What follows belongs to an exercise in optimizing a design on an open flow for small area; a production flow would make more cautious choices.
Only simulation tests tie the RTL to the original design; equivalence was not proved.
The clock port is modelled as an ideal driver; clocking choices that lean on that would not hold on a real chip.

== raven ==
Design IDCT_all, start of the top module:
module IDCT_all(seq_in, mode, clk, reset, seq_out_4, seq_out_8);
For scale: about 5900 cells after synthesis, ~79000 sq um of cells after synthesis.
export LEC_CHECK = 0
export CAP_MARGIN = 20
export CORE_MARGIN = 2
export CORE_UTILIZATION = 45
export GPL_TIMING_DRIVEN = 0
export SLEW_MARGIN = 20
create_clock -name core_clock -period 10.0 [get_ports {clk}]
standard.sh (not shown) runs the stock make flow with config.mk's settings and CLKGATE_MAP_FILE= SYNTH_SCRIPT=/design/flow/synth_recipe.tcl, a recipe that flattens the netlist after the stock synthesis.
==> flow/flow/run.sh <==
#!/bin/bash
# Layout flow: the standard flow (standard.sh) with two changes.
#
#  1. Synthesis runs with SYNTH_OPERATIONS_ARGS=-noabc: Yosys's generic
#     "abc -fast" pass is skipped before full-adder extraction, so the
#     ripple-carry adders of the RTL map straight onto full-adder cells
#     instead of full adders wrapped in inverters. The registers are checked
#     against the standard synthesis (same names and cell types); if they
#     differ in any way, the standard synthesis is used instead.
#  2. Clock tree synthesis without dummy loads and with larger sink clusters
#     driven by clkbuf_8 leaf buffers (CTS_ARGS).
#
# Everything else (floorplan, power grid, placement, routing, finishing) is
# standard.sh unchanged. Each step's output goes to its own log file here.
set -uo pipefail

RES=orfs/results/${FLOW_PLATFORM}/IDCT_all/base
LOGS=orfs/logs/${FLOW_PLATFORM}/IDCT_all/base

flops() {
    grep -oE 'sky130_fd_sc_hd__[a-z0-9_]+ +[^ (]+ *\(' "$1" \
        | grep -E 'sky130_fd_sc_hd__(s?e?df|dl)' | sed 's/ *($//' | sort
}

# 1. reference: the standard synthesis
bash standard.sh synth > synth_standard.log 2>&1 || exit 1
cp "$RES/1_2_yosys.v" synth_standard.v
cp "$LOGS/1_2_yosys.log" synth_standard_yosys.log 2>/dev/null

# 2. synthesis without the generic abc pass
rm -f "$RES/1_2_yosys.v" "$RES/1_2_yosys.sdc" "$RES/1_synth.odb" "$RES/1_synth.sdc"
if SYNTH_OPERATIONS_ARGS=-noabc bash standard.sh synth > synth_noabc.log 2>&1 \
    && [[ -s "$RES/1_2_yosys.v" ]] \
    && flops synth_standard.v > flops_standard.txt \
    && flops "$RES/1_2_yosys.v" > flops_noabc.txt \
    && [[ -s flops_standard.txt ]] \
    && cmp -s flops_standard.txt flops_noabc.txt; then
    echo "using the -noabc synthesis" > synth_choice.txt
else
    echo "registers differ or synthesis failed: using the standard synthesis" > synth_choice.txt
    rm -f "$RES/1_2_yosys.v" "$RES/1_2_yosys.sdc" "$RES/1_synth.odb" "$RES/1_synth.sdc"
    cp synth_standard.v "$RES/1_2_yosys.v"
    cp "$FLOW_SDC" "$RES/1_2_yosys.sdc"
    bash standard.sh synth > synth_restore.log 2>&1 || exit 1
fi

# 3. the rest of the standard flow, with the clock tree settings
CTS_ARGS="-sink_clustering_enable -repair_clock_nets -dont_use_dummy_load -sink_clustering_size 16 -sink_clustering_max_diameter 60 -buf_list sky130_fd_sc_hd__clkbuf_8" \
    bash standard.sh finish > finish.log 2>&1 || exit 1

[[ -s out/final.def ]]
raven ran to completion and came out clean on the timing, DRC and antenna checks.
Edits applied to the flow inputs when going from raven to nickel:
-- flow/flow/run.sh --
<<< raven, line 1
#!/bin/bash
# Layout flow: the standard flow (standard.sh) with two changes.
#
#  1. Synthesis runs with SYNTH_OPERATIONS_ARGS=-noabc: Yosys's generic
>>> nickel, line 1
#!/bin/bash
# Layout flow: the standard flow (standard.sh) with three changes.
#
#  1. Synthesis runs with SYNTH_OPERATIONS_ARGS=-noabc: Yosys's generic
<<< raven, line 10
#  2. Clock tree synthesis without dummy loads and with larger sink clusters
#     driven by clkbuf_8 leaf buffers (CTS_ARGS).
#
# Everything else (floorplan, power grid, placement, routing, finishing) is
>>> nickel, line 10
#  2. Clock tree synthesis without dummy loads and with larger sink clusters
#     driven by clkbuf_8 leaf buffers (CTS_ARGS).
#  3. Every input and output port still gets its own buffer, but a buf_1
#     instead of the default clkdlybuf4s50_1 (BUFFER_PORTS_ARGS).
#
# Everything else (floorplan, power grid, placement, routing, finishing) is
<<< raven, line 45
fi

# 3. the rest of the standard flow, with the clock tree settings
CTS_ARGS="-sink_clustering_enable -repair_clock_nets -dont_use_dummy_load -sink_clustering_size 16 -sink_clustering_max_diameter 60 -buf_list sky130_fd_sc_hd__clkbuf_8" \
    bash standard.sh finish > finish.log 2>&1 || exit 1

>>> nickel, line 47
fi

# 3. the rest of the standard flow, with the clock tree and port buffer settings
BUFFER_PORTS_ARGS="-buffer_cell sky130_fd_sc_hd__buf_1" CTS_ARGS="-sink_clustering_enable -repair_clock_nets -dont_use_dummy_load -sink_clustering_size 16 -sink_clustering_max_diameter 60 -buf_list sky130_fd_sc_hd__clkbuf_8" \
    bash standard.sh finish > finish.log 2>&1 || exit 1

-- flow/config.mk --
<<< raven, line 9
export CORE_MARGIN = 2
export CORE_UTILIZATION = 45
export GPL_TIMING_DRIVEN = 0
export SLEW_MARGIN = 20
>>> nickel, line 9
export CORE_MARGIN = 2
export CORE_UTILIZATION = 45
export SLEW_MARGIN = 20
## What came out
Taking raven as the reference, in nickel global routing usage on met2 -3.8 points, timing-limited maximum frequency +3.3%, worst-case hold slack +0.0069 ns, overall global routing resource usage -2.1 points.
Diff raven -> nickel: length in cells of the worst reg-to-reg path has decreased, xor/xnor cell area share of the yosys netlist has remained practically unchanged, first-pass GRT wire length has decreased.
The largest stage delay on the critical path reported for nickel is greater than that of raven by 0.03 ns.
Changes in sierra relative to nickel:
-- flow/flow/run.sh --
<<< nickel, line 1
#!/bin/bash
# Layout flow: the standard flow (standard.sh) with three changes.
#
#  1. Synthesis runs with SYNTH_OPERATIONS_ARGS=-noabc: Yosys's generic
>>> sierra, line 1
#!/bin/bash
# Layout flow: the standard flow (standard.sh) with two changes.
#
#  1. Synthesis runs with SYNTH_OPERATIONS_ARGS=-noabc: Yosys's generic
<<< nickel, line 10
#  2. Clock tree synthesis without dummy loads and with larger sink clusters
#     driven by clkbuf_8 leaf buffers (CTS_ARGS).
#  3. Every input and output port still gets its own buffer, but a buf_1
#     instead of the default clkdlybuf4s50_1 (BUFFER_PORTS_ARGS).
#
# Everything else (floorplan, power grid, placement, routing, finishing) is
>>> sierra, line 10
#  2. Clock tree synthesis without dummy loads and with larger sink clusters
#     driven by clkbuf_8 leaf buffers (CTS_ARGS).
#
# Everything else (floorplan, power grid, placement, routing, finishing) is
<<< nickel, line 47
fi

# 3. the rest of the standard flow, with the clock tree and port buffer settings
BUFFER_PORTS_ARGS="-buffer_cell sky130_fd_sc_hd__buf_1" CTS_ARGS="-sink_clustering_enable -repair_clock_nets -dont_use_dummy_load -sink_clustering_size 16 -sink_clustering_max_diameter 60 -buf_list sky130_fd_sc_hd__clkbuf_8" \
    bash standard.sh finish > finish.log 2>&1 || exit 1

>>> sierra, line 45
fi

# 3. the rest of the standard flow, with the clock tree settings
CTS_ARGS="-sink_clustering_enable -repair_clock_nets -dont_use_dummy_load -sink_clustering_size 16 -sink_clustering_max_diameter 60 -buf_list sky130_fd_sc_hd__clkbuf_8" \
    bash standard.sh finish > finish.log 2>&1 || exit 1

## What came out
On clock tree cell share of total cell area, nickel tracks sierra almost exactly.
As far as final antenna-violating net count goes, sierra and nickel are indistinguishable; the numbers are identical.
Routed wire length: sierra worse than nickel
Compared with nickel, sierra shows a higher required time at the worst-slack endpoint.
Area: sierra vs nickel -> sierra larger
For onyx, these inputs were changed with respect to sierra:
-- flow/flow/run.sh --
<<< sierra, line 46

# 3. the rest of the standard flow, with the clock tree settings
CTS_ARGS="-sink_clustering_enable -repair_clock_nets -dont_use_dummy_load -sink_clustering_size 16 -sink_clustering_max_diameter 60 -buf_list sky130_fd_sc_hd__clkbuf_8" \
    bash standard.sh finish > finish.log 2>&1 || exit 1

>>> onyx, line 46

# 3. the rest of the standard flow, with the clock tree settings
BUFFER_PORTS_ARGS="-buffer_cell sky130_fd_sc_hd__buf_1" CTS_ARGS="-sink_clustering_enable -repair_clock_nets -dont_use_dummy_load -sink_clustering_size 16 -sink_clustering_max_diameter 60 -buf_list sky130_fd_sc_hd__clkbuf_8" \
    bash standard.sh finish > finish.log 2>&1 || exit 1

Notes after the runs:
Compare onyx and sierra | routed metal-1 wire length higher: onyx
The clock-buffer cell count of onyx falls short of that of sierra by 1.
onyx ended up with a lower met1 track demand over resource than sierra did.
Comparing onyx with sierra, the fmax came out essentially unchanged.
Delta (onyx minus sierra): combined area of the multi-input logic cells essentially unchanged.
The wire length of the first global-routing pass on onyx is in line with that on sierra.
Run comparison: sierra worst setup path endpoint pass2.a5[12]$_DFF_P_; onyx worst setup path endpoint pass2.a4[12]$_DFF_P_

Another version of the RTL of IDCT_all (not shown whole).
For scale: about 78 I/O pins, ~0.076 mm^2 of cells after synthesis.
Settings: LEC_CHECK=0, CAP_MARGIN=20, CORE_MARGIN=2, CORE_UTILIZATION=60, SLEW_MARGIN=20; clock period 10.0 ns.
==> flow/flow/run.sh <==
#!/bin/bash
# Layout flow: the standard flow (standard.sh) with these changes.
#
#  1. Synthesis runs with SYNTH_OPERATIONS_ARGS=-noabc: Yosys's generic
#     "abc -fast" pass is skipped before full-adder extraction, so the
#     ripple-carry adders of the RTL map straight onto full-adder cells
#     instead of full adders wrapped in inverters.
#  2. The combinational logic of that netlist (all but registers, full/half
#     adders and tie cells) is mapped again by ABC with a shorter script
#     (flow/reopt.ys, flow/reopt.abc: an area-oriented amap), and checked equivalent to it
#     (flow/equiv.ys).
#     After each of steps 1 and 2 the registers are compared with the
#     standard synthesis (same instance names and cell types); if a step
#     fails or changes them, the flow goes back to the previous netlist.
#  3. Clock tree synthesis without dummy loads and with larger sink clusters
#     driven by clkbuf_8 leaf buffers (CTS_ARGS).
#  4. Every input and output port still gets its own buffer, but a buf_1
#     instead of the default clkdlybuf4s50_1 (BUFFER_PORTS_ARGS).
#
# Everything else (floorplan, power grid, placement, routing, finishing) is
# standard.sh unchanged. Each step's output goes to its own log file here.
set -uo pipefail

RES=orfs/results/${FLOW_PLATFORM}/IDCT_all/base
LOGS=orfs/logs/${FLOW_PLATFORM}/IDCT_all/base
YOSYS=$(command -v yosys || echo "$FLOW_HOME/../tools/install/yosys/bin/yosys")

flops() {
    grep -oE 'sky130_fd_sc_hd__[a-z0-9_]+ +[^ (]+ *\(' "$1" \
        | grep -E 'sky130_fd_sc_hd__(s?e?df|dl)' | sed 's/ *($//' | sort
}

same_flops() {   # $1: netlist; compared with the standard synthesis
    flops "$1" > flops_check.txt && [[ -s flops_standard.txt ]] \
        && cmp -s flops_standard.txt flops_check.txt
}

use_netlist() {  # $1: netlist to lay out; rebuilds 1_synth.odb from it
    rm -f "$RES/1_2_yosys.v" "$RES/1_synth.odb" "$RES/1_synth.sdc"
    cp "$1" "$RES/1_2_yosys.v"
    [[ -f "$RES/1_2_yosys.sdc" ]] || cp "$FLOW_SDC" "$RES/1_2_yosys.sdc"
    bash standard.sh synth > "synth_odb_$(basename "$1" .v).log" 2>&1
}

# 1. reference: the standard synthesis
bash standard.sh synth > synth_standard.log 2>&1 || exit 1
cp "$RES/1_2_yosys.v" synth_standard.v
cp "$LOGS/1_2_yosys.log" synth_standard_yosys.log 2>/dev/null
flops synth_standard.v > flops_standard.txt
chosen=synth_standard.v

# 1'. synthesis without the generic abc pass
rm -f "$RES/1_2_yosys.v" "$RES/1_2_yosys.sdc" "$RES/1_synth.odb" "$RES/1_synth.sdc"
if SYNTH_OPERATIONS_ARGS=-noabc bash standard.sh synth > synth_noabc.log 2>&1 \
    && [[ -s "$RES/1_2_yosys.v" ]] && same_flops "$RES/1_2_yosys.v"; then
    cp "$RES/1_2_yosys.v" synth_noabc.v
    chosen=synth_noabc.v
    echo "noabc synthesis: used" > synth_choice.txt
else
    echo "noabc synthesis: failed or registers differ, not used" > synth_choice.txt
fi

# 2. re-map the combinational logic
LIB=$(make -s -C "$FLOW_HOME" DESIGN_CONFIG="$PWD/config.mk" WORK_HOME="$PWD/orfs" print-LIB_FILES 2>/dev/null | sed 's/^LIB_FILES: *//' | awk '{print $1}')
DONTUSE=$(make -s -C "$FLOW_HOME" DESIGN_CONFIG="$PWD/config.mk" WORK_HOME="$PWD/orfs" print-DONT_USE_CELLS 2>/dev/null | sed 's/^DONT_USE_CELLS: *//' | awk '{for (i = 1; i <= NF; i++) printf "-dont_use %s ", $i}')
PERIOD_PS=$(awk -v p="$FLOW_PERIOD_NS" 'BEGIN {printf "%d", p * 1000}')
printf 'set_driving_cell sky130_fd_sc_hd__buf_1\nset_load 5\n' > reopt.constr
sed -e "s#@LIB@#$LIB#g" -e "s#@IN@#$chosen#" -e "s#@OUT@#reopt.v#" -e "s#@TOP@#$FLOW_TOP#" \
    -e "s#@DONTUSE@#$DONTUSE#" -e "s#@CONSTR@#-constr reopt.constr#" -e "s#@PERIOD_PS@#$PERIOD_PS#" \
    -e "s#@ABC@#flow/reopt.abc#" flow/reopt.ys > reopt.ys
sed -e "s#@LIB@#$LIB#g" -e "s#@GOLD@#$chosen#" -e "s#@GATE@#reopt.v#" -e "s#@TOP@#$FLOW_TOP#g" \
    flow/equiv.ys > equiv.ys
if [[ -n "$LIB" ]] && timeout 1800 "$YOSYS" -s reopt.ys > reopt_yosys.log 2>&1 \
    && [[ -s reopt.v ]] && same_flops reopt.v \
    && timeout 1800 "$YOSYS" -s equiv.ys > reopt_equiv.log 2>&1; then
    chosen=reopt.v
    echo "re-mapped netlist: used" >> synth_choice.txt
else
    echo "re-mapped netlist: failed, not equivalent or registers differ, not used" >> synth_choice.txt
fi
use_netlist "$chosen" || { use_netlist synth_standard.v || exit 1; }

# 3. the rest of the standard flow, with the clock tree and port buffer settings
DONT_USE_CELLS="sky130_fd_sc_hd__buf_4 sky130_fd_sc_hd__buf_6" BUFFER_PORTS_ARGS="-buffer_cell sky130_fd_sc_hd__buf_1" \
CTS_ARGS="-sink_clustering_enable -repair_clock_nets -dont_use_dummy_load -sink_clustering_size 18 -sink_clustering_max_diameter 60 -buf_list sky130_fd_sc_hd__clkbuf_8" \
    bash standard.sh finish > finish.log 2>&1 || exit 1

[[ -s out/final.def ]]
==> flow/flow/reopt.abc <==
strash
dch
amap -F 3 -A 8
strash
dch
amap -F 3 -A 8
strash
dch
amap -F 3 -A 8
strash
dch
amap -F 3 -A 8
strash
dch
amap -F 3 -A 8
topo
stime -c
buffer -c
dnsize -c
Other scripts of this flow, unchanged in this note and not shown: flow/flow/equiv.ys, flow/flow/reopt.ys
The baseline finished with timing, DRC and antenna clean.
Then changed:
--- a/flow/flow/run.sh
+++ b/flow/flow/run.sh
@@ -82,5 +82,5 @@
 
 # 3. the rest of the standard flow, with the clock tree and port buffer settings
-DONT_USE_CELLS="sky130_fd_sc_hd__buf_4 sky130_fd_sc_hd__buf_6" BUFFER_PORTS_ARGS="-buffer_cell sky130_fd_sc_hd__buf_1" \
+BUFFER_PORTS_ARGS="-buffer_cell sky130_fd_sc_hd__buf_1" \
 CTS_ARGS="-sink_clustering_enable -repair_clock_nets -dont_use_dummy_load -sink_clustering_size 18 -sink_clustering_max_diameter 60 -buf_list sky130_fd_sc_hd__clkbuf_8" \
     bash standard.sh finish > finish.log 2>&1 || exit 1
--- a/flow/flow/reopt.abc
+++ b/flow/flow/reopt.abc
@@ -17,3 +17,4 @@
 stime -c
 buffer -c
+upsize -c
 dnsize -c
What happened:
- The new run went through all stages and came out clean
- maximum frequency fell slightly
- clock skew rose by 0.0033 ns
- critical path depth rose by 1
- routed wire length rose slightly
- final area stays flat
- non-clock buffer count fell by 9
- sequential cell count does not change
- via count fell slightly
- worst hold slack is about the same
Then changed:
--- a/flow/flow/run.sh
+++ b/flow/flow/run.sh
@@ -83,5 +83,5 @@
 # 3. the rest of the standard flow, with the clock tree and port buffer settings
 BUFFER_PORTS_ARGS="-buffer_cell sky130_fd_sc_hd__buf_1" \
-CTS_ARGS="-sink_clustering_enable -repair_clock_nets -dont_use_dummy_load -sink_clustering_size 18 -sink_clustering_max_diameter 60 -buf_list sky130_fd_sc_hd__clkbuf_8" \
+CTS_ARGS="-sink_clustering_enable -repair_clock_nets -dont_use_dummy_load -sink_clustering_size 16 -sink_clustering_max_diameter 60 -buf_list sky130_fd_sc_hd__clkbuf_8" \
     bash standard.sh finish > finish.log 2>&1 || exit 1
 
==> flow/flow/reopt.abc (replaced) <==
strash
dch
amap -F 3 -A 8
strash
dch
amap -F 3 -A 8
strash
dch
amap -F 3 -A 8
topo
stime -c
buffer -c
upsize -c
dnsize -c
GPL_TIMING_DRIVEN = 0   (was not set)
First-iteration DRC count came out higher by 21%.
Die area came out higher by 0.54%.
Hold slack loses 0.017 ns.
Area after synthesis came out higher by about 0.55%.
Count of clock-buffer cells in the layout came out higher by 17.
Global-route usage came out higher by 3.2 points.
Via count came out higher by about 6%.
Then changed:
GPL_TIMING_DRIVEN = not set   (was 0)
PLACE_DENSITY = 0.75   (was not set)
Die area stays the same; register-to-register slack improved by 0.02 ns; via count went down by 3.5%; first-iteration DRC count went down by 4.5%; clock-buffer cell count went up by 2; setup slack improved by 0.020 ns; non-clock buffer count went down by 178; area after synthesis does not change; hold slack is about the same; routed wire length went down by 15%.
Then changed:
--- a/flow/flow/run.sh
+++ b/flow/flow/run.sh
@@ -83,5 +83,5 @@
 # 3. the rest of the standard flow, with the clock tree and port buffer settings
 BUFFER_PORTS_ARGS="-buffer_cell sky130_fd_sc_hd__buf_1" \
-CTS_ARGS="-sink_clustering_enable -repair_clock_nets -dont_use_dummy_load -sink_clustering_size 16 -sink_clustering_max_diameter 60 -buf_list sky130_fd_sc_hd__clkbuf_8" \
+CTS_ARGS="-sink_clustering_enable -repair_clock_nets -dont_use_dummy_load -sink_clustering_size 18 -sink_clustering_max_diameter 60 -buf_list sky130_fd_sc_hd__clkbuf_8" \
     bash standard.sh finish > finish.log 2>&1 || exit 1
 
--- a/flow/flow/reopt.abc
+++ b/flow/flow/reopt.abc
@@ -1,2 +1,8 @@
+strash
+dch
+amap -F 3 -A 8
+strash
+dch
+amap -F 3 -A 8
 strash
 dch
CAP_MARGIN = 10   (was 20)
PLACE_DENSITY = not set   (was 0.75)
SLEW_MARGIN = 10   (was 20)
Result:
- The changed run completed with no timing, DRC or antenna violations
- setup slack improved by 0.062 ns
- fmax rose by 0.66%
- routed wire length rises by 1.8%
- hold slack is better by 0.032 ns
- area after synthesis is lower by 0.55%
Then changed:
--- a/flow/flow/run.sh
+++ b/flow/flow/run.sh
@@ -8,5 +8,6 @@
 #  2. The combinational logic of that netlist (all but registers, full/half
 #     adders and tie cells) is mapped again by ABC with a shorter script
-#     (flow/reopt.ys, flow/reopt.abc: an area-oriented amap), and checked equivalent to it
+#     (flow/reopt.ys, flow/reopt.abc: area-oriented amap passes, then
+#     buffering and down-sizing for timing), and checked equivalent to it
 #     (flow/equiv.ys).
 #     After each of steps 1 and 2 the registers are compared with the
@@ -17,4 +18,8 @@
 #  4. Every input and output port still gets its own buffer, but a buf_1
 #     instead of the default clkdlybuf4s50_1 (BUFFER_PORTS_ARGS).
+#  5. The placement, resizing, clock tree and global routing steps repair
+#     slew, capacitance and timing without buf_4 and buf_6, so they buffer
+#     with the smaller buf_2 (flow/small_buffers.tcl, through the PRE_*_TCL
+#     hooks of those steps).
 #
 # Everything else (floorplan, power grid, placement, routing, finishing) is
@@ -81,6 +86,7 @@
 use_netlist "$chosen" || { use_netlist synth_standard.v || exit 1; }
 
-# 3. the rest of the standard flow, with the clock tree and port buffer settings
-BUFFER_PORTS_ARGS="-buffer_cell sky130_fd_sc_hd__buf_1" \
+# 3. the rest of the standard flow, with the clock tree, port buffer and
+#    repair buffer settings
+PRE_GLOBAL_PLACE_TCL="$PWD/flow/small_buffers.tcl" PRE_RESIZE_TCL="$PWD/flow/small_buffers.tcl" PRE_CTS_TCL="$PWD/flow/small_buffers.tcl" PRE_GLOBAL_ROUTE_TCL="$PWD/flow/small_buffers.tcl" BUFFER_PORTS_ARGS="-buffer_cell sky130_fd_sc_hd__buf_1" \
 CTS_ARGS="-sink_clustering_enable -repair_clock_nets -dont_use_dummy_load -sink_clustering_size 18 -sink_clustering_max_diameter 60 -buf_list sky130_fd_sc_hd__clkbuf_8" \
     bash standard.sh finish > finish.log 2>&1 || exit 1
--- a/flow/flow/reopt.abc
+++ b/flow/flow/reopt.abc
@@ -17,4 +17,3 @@
 stime -c
 buffer -c
-upsize -c
 dnsize -c
==> flow/flow/small_buffers.tcl (new file) <==
# Repair buffering with buf_1/buf_2/buf_8 and up: buf_4 and buf_6 are not used.
set_dont_use [get_lib_cells {sky130_fd_sc_hd__buf_4 sky130_fd_sc_hd__buf_6}]
CAP_MARGIN = 20   (was 10)
SLEW_MARGIN = 20   (was 10)
Outcome:
- The new run passed the timing, DRC and antenna checks
- area after synthesis fell slightly
- routed wire length fell slightly
- worst setup slack gets better by 0.086 ns
- count of clock-buffer cells in the layout rose by 2
- clock skew barely changes
- sequential share of layout area rose by 0.32 points
- worst hold slack gets worse by 0.018 ns
- final area fell slightly
- first-iteration DRC count fell by a few percent

static timing again, ports no longer ideal:
The flow's constraints put no driver on any port. The routed layouts listed below were extracted and timed again, unchanged, in two steps. Step 1 sets driving cells, clkbuf_16 on the clock port and buf_2 on the other inputs (assumed; they add their load-dependent delay and slew). Step 2 times the ports against the registers' clock, not the clock port: input delays grow and output delays shrink by t, the midpoint of the rising clock arrivals with the driver on. Three values: ideal ports, drivers, drivers and shift; two values: the first two.
| run | t (ns) | slack for setup (ns) | slew at the worst register clock pin (ns) | worst slew at a driven data input, ns | cell pins on the clock port's net |
|---|---|---|---|---|---|
| raven | 0.944 | 0.255 / 0.255 / 0.255 | 0.10 / 0.10 | 0.13 | 1 |
| nickel | 0.930 | 0.564 / 0.564 / 0.564 | 0.10 / 0.10 | 0.13 | 1 |
| sierra | 0.944 | 0.578 / 0.578 / 0.578 | 0.11 / 0.11 | 0.13 | 1 |
| onyx | 0.930 | 0.564 / 0.564 / 0.564 | 0.10 / 0.10 | 0.13 | 1 |
| the first run of note 2 | 0.914 | 0.599 / 0.599 / 0.599 | 0.11 / 0.11 | 0.04 | 1 |
| the second run of note 2 | 0.928 | 0.512 / 0.512 / 0.512 | 0.11 / 0.11 | 0.04 | 1 |
| the third run of note 2 | 0.941 | 0.428 / 0.428 / 0.428 | 0.11 / 0.11 | 0.03 | 1 |
| the fourth run of note 2 | 0.949 | 0.447 / 0.447 / 0.447 | 0.10 / 0.10 | 0.04 | 1 |
| the fifth run of note 2 | 0.909 | 0.510 / 0.510 / 0.510 | 0.11 / 0.11 | 0.05 | 1 |
| the sixth run of note 2 | 0.926 | 0.596 / 0.596 / 0.596 | 0.11 / 0.11 | 0.05 | 1 |
After both steps every run listed still meets setup and hold.
